This is an optimization exercise on Yosys and OpenROAD, whose aim is a short achievable clock period and few clock cycles, not a production implementation.
RTL that was checked went through simulation tests only; none was proved equivalent to the original.
No driver is modelled on the clock port, so clocking that relies on it looks cheaper here than on a real chip.
No activity file was given, so power comes from the tool's default toggle rates.

==> run a: inputs <==
Design MIPS_DLX, start of the top module:
module MIPS_DLX(
	input         clock,
	input         reset,
	input         enable,
	output [9:0]  imem_addr,
	input  [31:0] imem_data,
	output [9:0]  dmem_addr,
	output [31:0] dmem_wdata,
	output        dmem_we,
	input  [31:0] dmem_rdata
);
Settings: LEC_CHECK=0, CAP_MARGIN=20, CORE_MARGIN=2, CORE_UTILIZATION=40, SLEW_MARGIN=20; clock period 10.0 ns.
standard.sh (not shown) runs the stock make flow with config.mk's settings and CLKGATE_MAP_FILE= SYNTH_SCRIPT=/design/flow/synth_recipe.tcl, a recipe that flattens the netlist after the stock synthesis.
==> flow/flow/run.sh <==
#!/bin/bash
# Standard ORFS layout with delay cells kept out of the netlist and
# repair_timing asked for more setup slack than the default.
set -euo pipefail
DONT_USE="sky130_fd_sc_hd__probe_p_8 sky130_fd_sc_hd__probec_p_8 sky130_fd_sc_hd__lpflow_bleeder_1 sky130_fd_sc_hd__lpflow_clkbufkapwr_1 sky130_fd_sc_hd__lpflow_clkbufkapwr_16 sky130_fd_sc_hd__lpflow_clkbufkapwr_2 sky130_fd_sc_hd__lpflow_clkbufkapwr_4 sky130_fd_sc_hd__lpflow_clkbufkapwr_8 sky130_fd_sc_hd__lpflow_clkinvkapwr_1 sky130_fd_sc_hd__lpflow_clkinvkapwr_16 sky130_fd_sc_hd__lpflow_clkinvkapwr_2 sky130_fd_sc_hd__lpflow_clkinvkapwr_4 sky130_fd_sc_hd__lpflow_clkinvkapwr_8 sky130_fd_sc_hd__lpflow_decapkapwr_12 sky130_fd_sc_hd__lpflow_decapkapwr_3 sky130_fd_sc_hd__lpflow_decapkapwr_4 sky130_fd_sc_hd__lpflow_decapkapwr_6 sky130_fd_sc_hd__lpflow_decapkapwr_8 sky130_fd_sc_hd__lpflow_inputiso0n_1 sky130_fd_sc_hd__lpflow_inputiso0p_1 sky130_fd_sc_hd__lpflow_inputiso1n_1 sky130_fd_sc_hd__lpflow_inputiso1p_1 sky130_fd_sc_hd__lpflow_inputisolatch_1 sky130_fd_sc_hd__lpflow_isobufsrc_1 sky130_fd_sc_hd__lpflow_isobufsrc_16 sky130_fd_sc_hd__lpflow_isobufsrc_2 sky130_fd_sc_hd__lpflow_isobufsrc_4 sky130_fd_sc_hd__lpflow_isobufsrc_8 sky130_fd_sc_hd__lpflow_isobufsrckapwr_16 sky130_fd_sc_hd__lpflow_lsbuf_lh_hl_isowell_tap_1 sky130_fd_sc_hd__lpflow_lsbuf_lh_hl_isowell_tap_2 sky130_fd_sc_hd__lpflow_lsbuf_lh_hl_isowell_tap_4 sky130_fd_sc_hd__lpflow_lsbuf_lh_isowell_4 sky130_fd_sc_hd__lpflow_lsbuf_lh_isowell_tap_1 sky130_fd_sc_hd__lpflow_lsbuf_lh_isowell_tap_2 sky130_fd_sc_hd__lpflow_lsbuf_lh_isowell_tap_4 sky130_fd_sc_hd__fill_1 sky130_fd_sc_hd__fill_2 sky130_fd_sc_hd__fill_4 sky130_fd_sc_hd__fill_8  sky130_fd_sc_hd__clkdlybuf4s15_1 sky130_fd_sc_hd__clkdlybuf4s15_2 sky130_fd_sc_hd__clkdlybuf4s18_1 sky130_fd_sc_hd__clkdlybuf4s18_2 sky130_fd_sc_hd__clkdlybuf4s25_1 sky130_fd_sc_hd__clkdlybuf4s25_2 sky130_fd_sc_hd__clkdlybuf4s50_1 sky130_fd_sc_hd__clkdlybuf4s50_2 sky130_fd_sc_hd__dlygate4sd1_1 sky130_fd_sc_hd__dlygate4sd2_1 sky130_fd_sc_hd__dlygate4sd3_1 sky130_fd_sc_hd__dlymetal6s2s_1 sky130_fd_sc_hd__dlymetal6s4s_1 sky130_fd_sc_hd__dlymetal6s6s_1"
bash standard.sh "DONT_USE_CELLS=$DONT_USE" SETUP_SLACK_MARGIN=5.0 finish > standard.log 2>&1
==> run b (differences from run a) <==
==> flow/run.sh (new file) <==
#!/bin/bash
# synth_recipe.tcl (not shown) runs the flow's synth.tcl, then flattens the netlist and writes it again
# the make line also repeats each setting of config.mk as NAME=value (left out here)
make -C /OpenROAD-flow-scripts/flow DESIGN_CONFIG=/design/flow/config.mk WORK_HOME=/design/flow/orfs CLKGATE_MAP_FILE= SYNTH_SCRIPT=/design/flow/synth_recipe.tcl finish
--- a/flow/config.mk
+++ b/flow/config.mk
@@ -10,2 +10,4 @@
 export CORE_UTILIZATION = 40
+export SETUP_SLACK_MARGIN = 5
 export SLEW_MARGIN = 20
+export SYNTH_HIERARCHICAL = 1
removed: flow/flow/run.sh
removed: flow/standard.sh
==> run c (differences from run a) <==
==> flow/run.sh (new file) <==
#!/bin/bash
# synth_recipe.tcl (not shown) runs the flow's synth.tcl, then flattens the netlist and writes it again
# the make line also repeats each setting of config.mk as NAME=value (left out here)
make -C /OpenROAD-flow-scripts/flow DESIGN_CONFIG=/design/flow/config.mk WORK_HOME=/design/flow/orfs CLKGATE_MAP_FILE= SYNTH_SCRIPT=/design/flow/synth_recipe.tcl finish
--- a/flow/config.mk
+++ b/flow/config.mk
@@ -10,2 +10,3 @@
 export CORE_UTILIZATION = 40
+export SETUP_SLACK_MARGIN = 5
 export SLEW_MARGIN = 20
removed: flow/flow/run.sh
removed: flow/standard.sh
==> results.py <==
metrics = {
    "status": {
        "outcome": "no timing/DRC/antenna violations",
    },
    "cts": {
        "cts_buffers": 188,
    },
    "critical_path": {
        "crit_type": "input pin to register",
    },
    "route": {
        "routedWlPerCell_um": 34.5,
    },
}
The numbers above come from run c.

==> results.py <==
metrics = {
    "global_route": {
        "met2_usage": 0.449,
    },
    "status": {
        "outcome": "no timing/DRC/antenna violations",
    },
    "cts": {
        "cts_buffers": 193,
    },
    "synth": {
        "yosysSeqAreaShare": 0.550,
    },
    "route": {
        "routedWlPerCell_um": 34.8,
    },
    "critical_path": {
        "crit_type": "register to register",
    },
}
The numbers above come from run a.

==> results.py <==
metrics = {
    "status": {
        "outcome": "no timing/DRC/antenna violations",
    },
    "cells_and_area": {
        "area.growth.synth_to_final_pct": 14.2,
    },
    "timing": {
        "worst_clock_skew_ns": 0.0540,
    },
    "power": {
        "comb_cell_power_mw": 3.73,
    },
    "cts": {
        "cts_buffers": 185,
    },
    "min_path": {
        "whs_path_depth": 0,
    },
    "placed_design": {
        "dp.cells": 9723,
    },
    "critical_path": {
        "crit_type": "register to register",
    },
}
The numbers above come from run b.

No run of this note included a check of the RTL's function; only the layout flow was run.

---

==> job 7427 <==
MIPS_DLX, a different RTL version from the one above (not shown whole).
Settings: LEC_CHECK=0, CAP_MARGIN=20, CORE_MARGIN=2, CORE_UTILIZATION=40, SLEW_MARGIN=20; clock period 10.0 ns.
==> flow/flow/run.sh <==
#!/bin/bash
# Standard ORFS layout with delay cells kept out of the netlist and
# repair_timing asked for more setup slack than the default.
set -euo pipefail
DONT_USE="sky130_fd_sc_hd__probe_p_8 sky130_fd_sc_hd__probec_p_8 sky130_fd_sc_hd__lpflow_bleeder_1 sky130_fd_sc_hd__lpflow_clkbufkapwr_1 sky130_fd_sc_hd__lpflow_clkbufkapwr_16 sky130_fd_sc_hd__lpflow_clkbufkapwr_2 sky130_fd_sc_hd__lpflow_clkbufkapwr_4 sky130_fd_sc_hd__lpflow_clkbufkapwr_8 sky130_fd_sc_hd__lpflow_clkinvkapwr_1 sky130_fd_sc_hd__lpflow_clkinvkapwr_16 sky130_fd_sc_hd__lpflow_clkinvkapwr_2 sky130_fd_sc_hd__lpflow_clkinvkapwr_4 sky130_fd_sc_hd__lpflow_clkinvkapwr_8 sky130_fd_sc_hd__lpflow_decapkapwr_12 sky130_fd_sc_hd__lpflow_decapkapwr_3 sky130_fd_sc_hd__lpflow_decapkapwr_4 sky130_fd_sc_hd__lpflow_decapkapwr_6 sky130_fd_sc_hd__lpflow_decapkapwr_8 sky130_fd_sc_hd__lpflow_inputiso0n_1 sky130_fd_sc_hd__lpflow_inputiso0p_1 sky130_fd_sc_hd__lpflow_inputiso1n_1 sky130_fd_sc_hd__lpflow_inputiso1p_1 sky130_fd_sc_hd__lpflow_inputisolatch_1 sky130_fd_sc_hd__lpflow_isobufsrc_1 sky130_fd_sc_hd__lpflow_isobufsrc_16 sky130_fd_sc_hd__lpflow_isobufsrc_2 sky130_fd_sc_hd__lpflow_isobufsrc_4 sky130_fd_sc_hd__lpflow_isobufsrc_8 sky130_fd_sc_hd__lpflow_isobufsrckapwr_16 sky130_fd_sc_hd__lpflow_lsbuf_lh_hl_isowell_tap_1 sky130_fd_sc_hd__lpflow_lsbuf_lh_hl_isowell_tap_2 sky130_fd_sc_hd__lpflow_lsbuf_lh_hl_isowell_tap_4 sky130_fd_sc_hd__lpflow_lsbuf_lh_isowell_4 sky130_fd_sc_hd__lpflow_lsbuf_lh_isowell_tap_1 sky130_fd_sc_hd__lpflow_lsbuf_lh_isowell_tap_2 sky130_fd_sc_hd__lpflow_lsbuf_lh_isowell_tap_4  sky130_fd_sc_hd__clkdlybuf4s15_1 sky130_fd_sc_hd__clkdlybuf4s15_2 sky130_fd_sc_hd__clkdlybuf4s18_1 sky130_fd_sc_hd__clkdlybuf4s18_2 sky130_fd_sc_hd__clkdlybuf4s25_1 sky130_fd_sc_hd__clkdlybuf4s25_2 sky130_fd_sc_hd__clkdlybuf4s50_1 sky130_fd_sc_hd__clkdlybuf4s50_2 sky130_fd_sc_hd__dlygate4sd1_1 sky130_fd_sc_hd__dlygate4sd2_1 sky130_fd_sc_hd__dlygate4sd3_1 sky130_fd_sc_hd__dlymetal6s2s_1 sky130_fd_sc_hd__dlymetal6s4s_1 sky130_fd_sc_hd__dlymetal6s6s_1"
bash standard.sh "DONT_USE_CELLS=$DONT_USE" SETUP_SLACK_MARGIN=5.6 SLEW_MARGIN=50 CAP_MARGIN=50 POST_CTS_TCL="$PWD/flow/post_cts.tcl" finish > standard.log 2>&1
Other scripts of this flow, unchanged in this note and not shown: flow/flow/post_cts.tcl
==> inputs of job 8578, as changes to job 7427 <==
--- a/flow/design.v
+++ b/flow/design.v
@@ -13,54 +13,44 @@
 reg [9:0]  pc;
 reg        e_we, e_load, e_store, e_br;
 reg        e_mis_eq, e_mis_ne;            
 reg        e_fold, e_fbeq, e_fpred;       
 reg [9:0]  e_falt;                        
 reg        e_fz;                          
 reg        e_fa2, e_fb2;                  
 reg [31:0] e_a2, e_b2;
-reg        e_wa2, e_wb2;                  
 reg [3:0]  e_fidx;
 reg [1:0]  e_fctr;
 reg        e_pred, e_bne;
 reg [4:0]  e_dst;
 reg [9:0]  e_pc1, e_tgt;                  
-reg [9:0]  e_pc;
-reg        e_hit, e_spred;
-reg [1:0]  e_ctr;
 reg        e_fa, e_fb, e_fc;              
 reg [31:0] e_a, e_b, e_c;                 
-reg        e_wa, e_wb, e_wc;              
 reg        e_sub, e_arith, e_and, e_or, e_xor, e_nor, e_slt, e_sltu;
 reg        e_sll, e_sr, e_sra, e_big;
 reg        e_ek_addi, e_ek_andi, e_ek_slt, e_ek_sltu, e_ek_ld, e_ezk;
 reg        e_ek_sl;                       
 reg [31:0] e_negimm;
 reg [4:0]  x_lo, x_hi0, x_hi1;
 reg        x_c;
 reg [31:0] x_wdata;
 reg        x_sfwd;                        
-reg        x_sfwd2;                       
 reg [31:0] m_res;
-reg [31:0] w_res;                         
 reg        m_we;
 reg [4:0]  m_dst;
 reg [31:1] f_one, f_b0;                   
 reg [31:0] rf [1:31];
 wire [31:0] R = dmem_rdata;
 assign dmem_addr  = {x_c ? x_hi1 : x_hi0, x_lo};
-assign dmem_wdata = x_sfwd ? m_res : x_sfwd2 ? w_res : x_wdata;
+assign dmem_wdata = x_sfwd ? m_res : x_wdata;
 assign dmem_we    = e_store & enable;
-wire [31:0] a_r = e_wa ? w_res : e_a;
-wire [31:0] b_r = e_wb ? w_res : e_b;
-wire [31:0] c_r = e_wc ? w_res : e_c;
-wire [31:0] a = e_fa ? m_res : a_r;
-wire [31:0] b = e_fb ? m_res : b_r;
-wire [31:0] c = e_fc ? m_res : c_r;
+wire [31:0] a = e_fa ? m_res : e_a;
+wire [31:0] b = e_fb ? m_res : e_b;
+wire [31:0] c = e_fc ? m_res : e_c;
 wire [31:0] cx   = c ^ {32{e_sub}};
 wire [32:0] sum  = {1'b0, a} + {1'b0, cx} + {32'd0, e_sub};
 wire        lt   = (a[31] ^ c[31]) ? a[31] : sum[31];
 wire        ltu  = ~sum[32];
 wire [4:0]  sh   = c[4:0];
 wire        big  = e_big & (|c[31:5]);
 wire [31:0] shl  = a << sh;
 wire [32:0] shr  = $signed({e_sra & a[31], a}) >>> sh;
@@ -78,31 +68,29 @@
                 | ({32{e_and}}   & (a & c))
                 | ({32{e_or}}    & (a | c))
                 | ({32{e_xor}}   & (a ^ c))
                 | ({32{e_nor}}   & ~(a | c))
                 | {31'd0, (e_slt & lt) | (e_sltu & ltu)}
                 | ({32{e_sll}}   & res_shl)
                 | ({32{e_sr}}    & res_shr)
                 | ({32{e_load}}  & R);
-wire        eq_rr      = (a_r == b_r);
-wire        eq_mr      = (m_res == b_r);
-wire        eq_rm      = (a_r == m_res);
+wire        eq_rr      = (e_a == e_b);
+wire        eq_mr      = (m_res == e_b);
+wire        eq_rm      = (e_a == m_res);
 wire        eq         = e_fa ? (e_fb ? 1'b1 : eq_mr) : (e_fb ? eq_rm : eq_rr);
 wire        taken      = eq ^ e_bne;
 wire        mispredict_b = eq ? e_mis_eq : e_mis_ne;
-wire [31:0] a2_r       = e_wa2 ? w_res : e_a2;
-wire [31:0] b2_r       = e_wb2 ? w_res : e_b2;
-wire        eq2        = e_fa2 ? (e_fb2 ? 1'b1 : (m_res == b2_r)) :
-                                 (e_fb2 ? (a2_r == m_res) : (a2_r == b2_r));
+wire        eq2        = e_fa2 ? (e_fb2 ? 1'b1 : (m_res == e_b2)) :
+                                 (e_fb2 ? (e_a2 == m_res) : (e_a2 == e_b2));
 wire        fcond      = e_fz ? ezero : eq2;
 wire        ftaken     = e_fbeq ? fcond : ~fcond;
 wire        mispredict_f = e_fold & (ftaken != e_fpred);
 wire        mispredict = mispredict_b | mispredict_f;
-wire        z_addi = e_fa ? (m_res == e_negimm) : (a_r == e_negimm);
+wire        z_addi = e_fa ? (m_res == e_negimm) : (e_a == e_negimm);
 wire        ezero = (e_ek_addi & z_addi) | (e_ek_andi & ~|(a & c)) |
                     (e_ek_slt & ~lt) | (e_ek_sltu & ~ltu) | (e_ek_ld & ~|R);
 wire [31:0] ins   = imem_data;
 wire [5:0]  op    = ins[31:26];
 wire [4:0]  rs    = ins[25:21];
 wire [4:0]  rt    = ins[20:16];
 wire [4:0]  rd    = ins[15:11];
 wire [5:0]  funct = ins[5:0];
@@ -140,18 +128,17 @@
 wire [31:0] imm = {{16{ins[15]}}, ins[15:0]};
 wire [31:0] rf_a = (rs == 5'd0) ? 32'd0 : rf[rs];
 wire [31:0] rf_b = (rt == 5'd0) ? 32'd0 : rf[rt];
 wire [31:0] val_a = rf_a;
 wire [31:0] val_b = rf_b;
 wire fwd_a = e_we & (e_dst == rs);
 wire fwd_b = e_we & (e_dst == rt);
 wire       stall    = is_mem & fwd_a & e_ek_sl;
-wire       byp_a    = m_we & (m_dst == rs);
-wire [9:0] base     = fwd_a ? (e_load ? R[9:0] : res10) : (byp_a ? m_res[9:0] : val_a[9:0]);
+wire [9:0] base     = fwd_a ? (e_load ? R[9:0] : res10) : val_a[9:0];
 function [5:0] add5;
 	input [4:0] x, y;
 	input       cin;
 	reg [4:0] p, g, gg, pp, gn, pn;
 	integer i, d;
 	begin
 		p = x ^ y;
 		g = x & y;
@@ -168,23 +155,17 @@
 		add5 = {gg[4], p ^ {gg[3:0], cin}};
 	end
 endfunction
 wire [5:0] a_lo     = add5(base[4:0], ins[4:0], 1'b0);
 wire [5:0] a_hi0    = add5(base[9:5], ins[9:5], 1'b0);
 wire [5:0] a_hi1    = add5(base[9:5], ins[9:5], 1'b1);
 wire same  = rs == rt;
 wire spred = is_beq ? (same | ins[15]) : ~same;
-reg [31:0]  bp_v;
-reg [159:0] bp_tag;
-reg [63:0]  bp_ctr;
-wire [4:0] bp_i   = pc[4:0];
-wire       bp_hit = bp_v[bp_i] & (bp_tag[bp_i*5 +: 5] == pc[9:5]);
-wire [1:0] bp_c   = bp_ctr[bp_i*2 +: 2];
-wire       dpred  = bp_hit ? bp_c[1] : spred;
+wire       dpred  = spred;
 wire       early_ok = is_br & ~same & e_ezk &
                       (((rt == 5'd0) & fwd_a) | ((rs == 5'd0) & fwd_b));
 wire       pred     = early_ok ? (is_beq ? ezero : ~ezero) : dpred;
 wire [9:0] pc1 = pc + 10'd1;
 wire [9:0] pc2 = pc + 10'd2;
 wire [9:0] tgt = pc + ins[9:0];
 reg [15:0]  fb_v, fb_j, fb_beq, fb_zt;
 reg [95:0]  fb_tag;
@@ -252,36 +233,27 @@
 		e_bne    <= is_bne;
 		e_pred   <= pred;
 		e_fbeq   <= fb_eq;
 		e_fz     <= fold_z;
 		e_fa2    <= g_fa;
 		e_fb2    <= g_fb;
 		e_a2     <= g_a;
 		e_b2     <= g_b;
-		e_wa2    <= m_we & (m_dst == fb_rsi);
-		e_wb2    <= m_we & (m_dst == fb_rti);
 		e_fpred  <= fb_pred;
 		e_falt   <= fb_pred ? pc2 : fb_dst;
 		e_fidx   <= fb_i;
 		e_fctr   <= fb_c;
 		e_pc1    <= pc1;
 		e_tgt    <= tgt;
-		e_pc     <= pc;
-		e_hit    <= bp_hit;
-		e_spred  <= spred;
-		e_ctr    <= bp_c;
 		e_fa     <= fwd_a;
 		e_fb     <= fwd_b;
 		e_fc     <= fwd_b & ~is_imm;
 		e_a      <= val_a;
 		e_b      <= val_b;
-		e_wa     <= m_we & (m_dst == rs);
-		e_wb     <= m_we & (m_dst == rt);
-		e_wc     <= m_we & (m_dst == rt) & ~is_imm;
 		e_c      <= is_imm ? imm : val_b;
 		e_sub    <= f_sub | f_slt | f_sltu | is_slti;
 		e_arith  <= f_add | f_sub | is_addi;
 		e_and    <= f_and | is_andi;
 		e_or     <= f_or | is_ori;
 		e_xor    <= f_xor | is_xori;
 		e_nor    <= f_nor;
 		e_slt    <= f_slt | is_slti;
@@ -298,87 +270,54 @@
 		e_ek_sl   <= f_slt | is_slti | f_sltu;
 		e_negimm  <= 32'd0 - imm;
 		x_lo     <= a_lo[4:0];
 		x_c      <= a_lo[5];
 		x_hi0    <= a_hi0[4:0];
 		x_hi1    <= a_hi1[4:0];
 		x_wdata  <= val_b;
 		x_sfwd   <= fwd_b;
-		x_sfwd2  <= m_we & (m_dst == rt);
 	end
 end
 always @(posedge clock) begin
 	if (enable) begin
 		m_res <= res;
-		w_res <= m_res;
 		m_dst <= e_dst;
 	end
 end
 always @(posedge clock) begin
 	if (reset)
 		m_we <= 1'b0;
 	else if (enable)
 		m_we <= e_we;
 end
 always @(posedge clock) begin
 	if (m_we) begin
 		f_one[m_dst] <= (m_res == 32'd1);
 		f_b0[m_dst]  <= m_res[0];
 	end
 end
-wire [1:0] ctr0  = e_hit ? e_ctr : (e_spred ? 2'b10 : 2'b01);
-wire [1:0] ctr_t = (ctr0 == 2'b11) ? 2'b11 : ctr0 + 2'b01;
-wire [1:0] ctr_n = (ctr0 == 2'b00) ? 2'b00 : ctr0 - 2'b01;
-reg        u_v;
-reg [9:0]  u_pc;
-reg [1:0]  u_ctr;
-always @(posedge clock) begin
-	if (reset)
-		u_v <= 1'b0;
-	else if (enable)
-		u_v <= e_br;
-end
-always @(posedge clock) begin
-	if (enable) begin
-		u_pc  <= e_pc;
-		u_ctr <= taken ? ctr_t : ctr_n;
-	end
-end
-always @(posedge clock) begin
-	if (reset) begin
-		bp_v <= 32'd0;
-	end else if (enable && u_v) begin
-		bp_v[u_pc[4:0]] <= 1'b1;
-	end
-end
-always @(posedge clock) begin
-	if (enable && u_v) begin
-		bp_tag[u_pc[4:0]*5 +: 5] <= u_pc[9:5];
-		bp_ctr[u_pc[4:0]*2 +: 2] <= u_ctr;
-	end
-end
 wire       al_zt   = is_br & ~same & ((rt == 5'd0) | (rs == 5'd0));
 reg        a_v, a_j, a_beq, a_sp, a_zt;
 reg [4:0]  a_rs, a_rt;
 reg [9:0]  a_pc, a_tgt;
-reg [4:0]  a_rr;
+reg [4:0]  a_r;
 always @(posedge clock) begin
 	if (reset)
 		a_v <= 1'b0;
 	else if (enable)
 		a_v <= is_j | is_br;
 end
 always @(posedge clock) begin
 	if (enable) begin
 		a_pc  <= pc;
 		a_j   <= is_j;
 		a_beq <= is_beq;
 		a_sp  <= spred;
-		a_rr   <= (rt == 5'd0) ? rs : rt;
+		a_r   <= (rt == 5'd0) ? rs : rt;
 		a_zt  <= al_zt;
 		a_rs  <= rs;
 		a_rt  <= rt;
 		a_tgt <= is_j ? ins[9:0] : tgt;
 	end
 end
 wire [9:0] pm1     = a_pc - 10'd1;
 wire [3:0] al_i    = pm1[3:0];
@@ -408,23 +347,23 @@
 		fb_v[al_i] <= 1'b1;
 	end
 end
 always @(posedge clock) begin
 	if (enable && al) begin
 		fb_tag[al_i*6 +: 6]   <= pm1[9:4];
 		fb_j[al_i]            <= a_j;
 		fb_beq[al_i]          <= a_beq;
-		fb_r[al_i*5 +: 5]     <= a_rr;
+		fb_r[al_i*5 +: 5]     <= a_r;
 		fb_zt[al_i]           <= a_zt;
 		fb_rs[al_i*5 +: 5]    <= a_rs;
 		fb_rt[al_i*5 +: 5]    <= a_rt;
 		fb_tgt[al_i*10 +: 10] <= a_tgt;
 		fb_ctr[al_i*2 +: 2]   <= a_sp ? 2'b10 : 2'b01;
 	end else if (enable && fu_v) begin
 		fb_ctr[fu_i*2 +: 2]   <= fu_ctr;
 	end
 end
 always @(posedge clock) begin
-	if (m_we)
-		rf[m_dst] <= m_res;
+	if (e_we)
+		rf[e_dst] <= res;
 end
 endmodule
==> inputs of job 6868, as changes to job 7427 <==
--- a/flow/design.v
+++ b/flow/design.v
@@ -13,54 +13,47 @@
 reg [9:0]  pc;
 reg        e_we, e_load, e_store, e_br;
 reg        e_mis_eq, e_mis_ne;            
 reg        e_fold, e_fbeq, e_fpred;       
 reg [9:0]  e_falt;                        
 reg        e_fz;                          
 reg        e_fa2, e_fb2;                  
 reg [31:0] e_a2, e_b2;
-reg        e_wa2, e_wb2;                  
 reg [3:0]  e_fidx;
 reg [1:0]  e_fctr;
 reg        e_pred, e_bne;
 reg [4:0]  e_dst;
 reg [9:0]  e_pc1, e_tgt;                  
 reg [9:0]  e_pc;
 reg        e_hit, e_spred;
 reg [1:0]  e_ctr;
 reg        e_fa, e_fb, e_fc;              
 reg [31:0] e_a, e_b, e_c;                 
-reg        e_wa, e_wb, e_wc;              
 reg        e_sub, e_arith, e_and, e_or, e_xor, e_nor, e_slt, e_sltu;
 reg        e_sll, e_sr, e_sra, e_big;
 reg        e_ek_addi, e_ek_andi, e_ek_slt, e_ek_sltu, e_ek_ld, e_ezk;
 reg        e_ek_sl;                       
 reg [31:0] e_negimm;
 reg [4:0]  x_lo, x_hi0, x_hi1;
 reg        x_c;
 reg [31:0] x_wdata;
 reg        x_sfwd;                        
-reg        x_sfwd2;                       
 reg [31:0] m_res;
-reg [31:0] w_res;                         
 reg        m_we;
 reg [4:0]  m_dst;
 reg [31:1] f_one, f_b0;                   
 reg [31:0] rf [1:31];
 wire [31:0] R = dmem_rdata;
 assign dmem_addr  = {x_c ? x_hi1 : x_hi0, x_lo};
-assign dmem_wdata = x_sfwd ? m_res : x_sfwd2 ? w_res : x_wdata;
+assign dmem_wdata = x_sfwd ? m_res : x_wdata;
 assign dmem_we    = e_store & enable;
-wire [31:0] a_r = e_wa ? w_res : e_a;
-wire [31:0] b_r = e_wb ? w_res : e_b;
-wire [31:0] c_r = e_wc ? w_res : e_c;
-wire [31:0] a = e_fa ? m_res : a_r;
-wire [31:0] b = e_fb ? m_res : b_r;
-wire [31:0] c = e_fc ? m_res : c_r;
+wire [31:0] a = e_fa ? m_res : e_a;
+wire [31:0] b = e_fb ? m_res : e_b;
+wire [31:0] c = e_fc ? m_res : e_c;
 wire [31:0] cx   = c ^ {32{e_sub}};
 wire [32:0] sum  = {1'b0, a} + {1'b0, cx} + {32'd0, e_sub};
 wire        lt   = (a[31] ^ c[31]) ? a[31] : sum[31];
 wire        ltu  = ~sum[32];
 wire [4:0]  sh   = c[4:0];
 wire        big  = e_big & (|c[31:5]);
 wire [31:0] shl  = a << sh;
 wire [32:0] shr  = $signed({e_sra & a[31], a}) >>> sh;
@@ -78,31 +71,29 @@
                 | ({32{e_and}}   & (a & c))
                 | ({32{e_or}}    & (a | c))
                 | ({32{e_xor}}   & (a ^ c))
                 | ({32{e_nor}}   & ~(a | c))
                 | {31'd0, (e_slt & lt) | (e_sltu & ltu)}
                 | ({32{e_sll}}   & res_shl)
                 | ({32{e_sr}}    & res_shr)
                 | ({32{e_load}}  & R);
-wire        eq_rr      = (a_r == b_r);
-wire        eq_mr      = (m_res == b_r);
-wire        eq_rm      = (a_r == m_res);
+wire        eq_rr      = (e_a == e_b);
+wire        eq_mr      = (m_res == e_b);
+wire        eq_rm      = (e_a == m_res);
 wire        eq         = e_fa ? (e_fb ? 1'b1 : eq_mr) : (e_fb ? eq_rm : eq_rr);
 wire        taken      = eq ^ e_bne;
 wire        mispredict_b = eq ? e_mis_eq : e_mis_ne;
-wire [31:0] a2_r       = e_wa2 ? w_res : e_a2;
-wire [31:0] b2_r       = e_wb2 ? w_res : e_b2;
-wire        eq2        = e_fa2 ? (e_fb2 ? 1'b1 : (m_res == b2_r)) :
-                                 (e_fb2 ? (a2_r == m_res) : (a2_r == b2_r));
+wire        eq2        = e_fa2 ? (e_fb2 ? 1'b1 : (m_res == e_b2)) :
+                                 (e_fb2 ? (e_a2 == m_res) : (e_a2 == e_b2));
 wire        fcond      = e_fz ? ezero : eq2;
 wire        ftaken     = e_fbeq ? fcond : ~fcond;
 wire        mispredict_f = e_fold & (ftaken != e_fpred);
 wire        mispredict = mispredict_b | mispredict_f;
-wire        z_addi = e_fa ? (m_res == e_negimm) : (a_r == e_negimm);
+wire        z_addi = e_fa ? (m_res == e_negimm) : (e_a == e_negimm);
 wire        ezero = (e_ek_addi & z_addi) | (e_ek_andi & ~|(a & c)) |
                     (e_ek_slt & ~lt) | (e_ek_sltu & ~ltu) | (e_ek_ld & ~|R);
 wire [31:0] ins   = imem_data;
 wire [5:0]  op    = ins[31:26];
 wire [4:0]  rs    = ins[25:21];
 wire [4:0]  rt    = ins[20:16];
 wire [4:0]  rd    = ins[15:11];
 wire [5:0]  funct = ins[5:0];
@@ -140,18 +131,17 @@
 wire [31:0] imm = {{16{ins[15]}}, ins[15:0]};
 wire [31:0] rf_a = (rs == 5'd0) ? 32'd0 : rf[rs];
 wire [31:0] rf_b = (rt == 5'd0) ? 32'd0 : rf[rt];
 wire [31:0] val_a = rf_a;
 wire [31:0] val_b = rf_b;
 wire fwd_a = e_we & (e_dst == rs);
 wire fwd_b = e_we & (e_dst == rt);
 wire       stall    = is_mem & fwd_a & e_ek_sl;
-wire       byp_a    = m_we & (m_dst == rs);
-wire [9:0] base     = fwd_a ? (e_load ? R[9:0] : res10) : (byp_a ? m_res[9:0] : val_a[9:0]);
+wire [9:0] base     = fwd_a ? (e_load ? R[9:0] : res10) : val_a[9:0];
 function [5:0] add5;
 	input [4:0] x, y;
 	input       cin;
 	reg [4:0] p, g, gg, pp, gn, pn;
 	integer i, d;
 	begin
 		p = x ^ y;
 		g = x & y;
@@ -252,36 +242,31 @@
 		e_bne    <= is_bne;
 		e_pred   <= pred;
 		e_fbeq   <= fb_eq;
 		e_fz     <= fold_z;
 		e_fa2    <= g_fa;
 		e_fb2    <= g_fb;
 		e_a2     <= g_a;
 		e_b2     <= g_b;
-		e_wa2    <= m_we & (m_dst == fb_rsi);
-		e_wb2    <= m_we & (m_dst == fb_rti);
 		e_fpred  <= fb_pred;
 		e_falt   <= fb_pred ? pc2 : fb_dst;
 		e_fidx   <= fb_i;
 		e_fctr   <= fb_c;
 		e_pc1    <= pc1;
 		e_tgt    <= tgt;
 		e_pc     <= pc;
 		e_hit    <= bp_hit;
 		e_spred  <= spred;
 		e_ctr    <= bp_c;
 		e_fa     <= fwd_a;
 		e_fb     <= fwd_b;
 		e_fc     <= fwd_b & ~is_imm;
 		e_a      <= val_a;
 		e_b      <= val_b;
-		e_wa     <= m_we & (m_dst == rs);
-		e_wb     <= m_we & (m_dst == rt);
-		e_wc     <= m_we & (m_dst == rt) & ~is_imm;
 		e_c      <= is_imm ? imm : val_b;
 		e_sub    <= f_sub | f_slt | f_sltu | is_slti;
 		e_arith  <= f_add | f_sub | is_addi;
 		e_and    <= f_and | is_andi;
 		e_or     <= f_or | is_ori;
 		e_xor    <= f_xor | is_xori;
 		e_nor    <= f_nor;
 		e_slt    <= f_slt | is_slti;
@@ -298,23 +283,21 @@
 		e_ek_sl   <= f_slt | is_slti | f_sltu;
 		e_negimm  <= 32'd0 - imm;
 		x_lo     <= a_lo[4:0];
 		x_c      <= a_lo[5];
 		x_hi0    <= a_hi0[4:0];
 		x_hi1    <= a_hi1[4:0];
 		x_wdata  <= val_b;
 		x_sfwd   <= fwd_b;
-		x_sfwd2  <= m_we & (m_dst == rt);
 	end
 end
 always @(posedge clock) begin
 	if (enable) begin
 		m_res <= res;
-		w_res <= m_res;
 		m_dst <= e_dst;
 	end
 end
 always @(posedge clock) begin
 	if (reset)
 		m_we <= 1'b0;
 	else if (enable)
 		m_we <= e_we;
@@ -355,30 +338,30 @@
 		bp_tag[u_pc[4:0]*5 +: 5] <= u_pc[9:5];
 		bp_ctr[u_pc[4:0]*2 +: 2] <= u_ctr;
 	end
 end
 wire       al_zt   = is_br & ~same & ((rt == 5'd0) | (rs == 5'd0));
 reg        a_v, a_j, a_beq, a_sp, a_zt;
 reg [4:0]  a_rs, a_rt;
 reg [9:0]  a_pc, a_tgt;
-reg [4:0]  a_rr;
+reg [4:0]  a_r;
 always @(posedge clock) begin
 	if (reset)
 		a_v <= 1'b0;
 	else if (enable)
 		a_v <= is_j | is_br;
 end
 always @(posedge clock) begin
 	if (enable) begin
 		a_pc  <= pc;
 		a_j   <= is_j;
 		a_beq <= is_beq;
 		a_sp  <= spred;
-		a_rr   <= (rt == 5'd0) ? rs : rt;
+		a_r   <= (rt == 5'd0) ? rs : rt;
 		a_zt  <= al_zt;
 		a_rs  <= rs;
 		a_rt  <= rt;
 		a_tgt <= is_j ? ins[9:0] : tgt;
 	end
 end
 wire [9:0] pm1     = a_pc - 10'd1;
 wire [3:0] al_i    = pm1[3:0];
@@ -408,23 +391,23 @@
 		fb_v[al_i] <= 1'b1;
 	end
 end
 always @(posedge clock) begin
 	if (enable && al) begin
 		fb_tag[al_i*6 +: 6]   <= pm1[9:4];
 		fb_j[al_i]            <= a_j;
 		fb_beq[al_i]          <= a_beq;
-		fb_r[al_i*5 +: 5]     <= a_rr;
+		fb_r[al_i*5 +: 5]     <= a_r;
 		fb_zt[al_i]           <= a_zt;
 		fb_rs[al_i*5 +: 5]    <= a_rs;
 		fb_rt[al_i*5 +: 5]    <= a_rt;
 		fb_tgt[al_i*10 +: 10] <= a_tgt;
 		fb_ctr[al_i*2 +: 2]   <= a_sp ? 2'b10 : 2'b01;
 	end else if (enable && fu_v) begin
 		fb_ctr[fu_i*2 +: 2]   <= fu_ctr;
 	end
 end
 always @(posedge clock) begin
-	if (m_we)
-		rf[m_dst] <= m_res;
+	if (e_we)
+		rf[e_dst] <= res;
 end
 endmodule
==> comparison <==
The highest final area belongs to job 7427, the lowest to job 8578. Routed wire length: job 7427 is larger than job 8578 (about 8%). Non-clock buffer count, lowest first: job 8578, job 6868, job 7427. In job 6868 the sequential share of layout area is higher than in job 8578, by 1.6 points. Synthesized area: job 7427 > job 6868 > job 8578. The highest global-route usage belongs to job 8578, the lowest to job 6868.
Testbench counts of job 8578, summed over its fixed seeds: cycles 26,110.
Testbench counts of job 6868, summed over its fixed seeds: cycles 26,046.
Only the layout flow was run in job 7427; the RTL was not checked for function there.

[what the ideal ports hide]
How much do the figures lean on ideal ports? The routed layouts below were timed once more, with nothing changed but the port constraints. Step 1 sets driving cells, clkbuf_16 on the clock port and buf_2 on the other inputs (assumed; they add their load-dependent delay and slew). Step 2 moves the port delays by t, midway between the first and last clock arrival at a register: inputs arrive t later, outputs are due t later. That takes back most of the time a late clock gives input paths. Slacks: ideal ports / drivers / drivers and shift; pairs: ideal ports / drivers.
run | shift t [ns] | slack for setup (ns) | hold WS [ns] | clock arrival spread, ns | worst slew at a driven data input, ns
run a | 0.933 | 4.693 / 4.693 / 3.857 | 0.466 / 0.466 / 0.466 | 0.064 / 0.064 | 0.20
run b | 0.946 | 4.835 / 4.659 / 3.866 | 0.440 / 0.440 / 0.440 | 0.071 / 0.071 | 0.41
run c | 0.935 | 4.843 / 4.759 / 3.975 | 0.463 / 0.463 / 0.463 | 0.071 / 0.071 | 0.47
job 7427 | 1.031 | 5.050 / 4.987 / 4.072 | 0.465 / 0.465 / 0.465 | 0.068 / 0.068 | 0.37
job 8578 | 1.026 | 5.352 / 5.193 / 4.167 | 0.503 / 0.503 / 0.503 | 0.092 / 0.091 | 0.38
job 6868 | 1.047 | 5.246 / 5.180 / 4.133 | 0.467 / 0.467 / 0.467 | 0.088 / 0.088 | 0.33
After both steps setup and hold are still met in every run listed. For job 8578, which loses most, drivers alone change the setup slack by -0.159 ns; drivers and shift together by -1.185 ns.
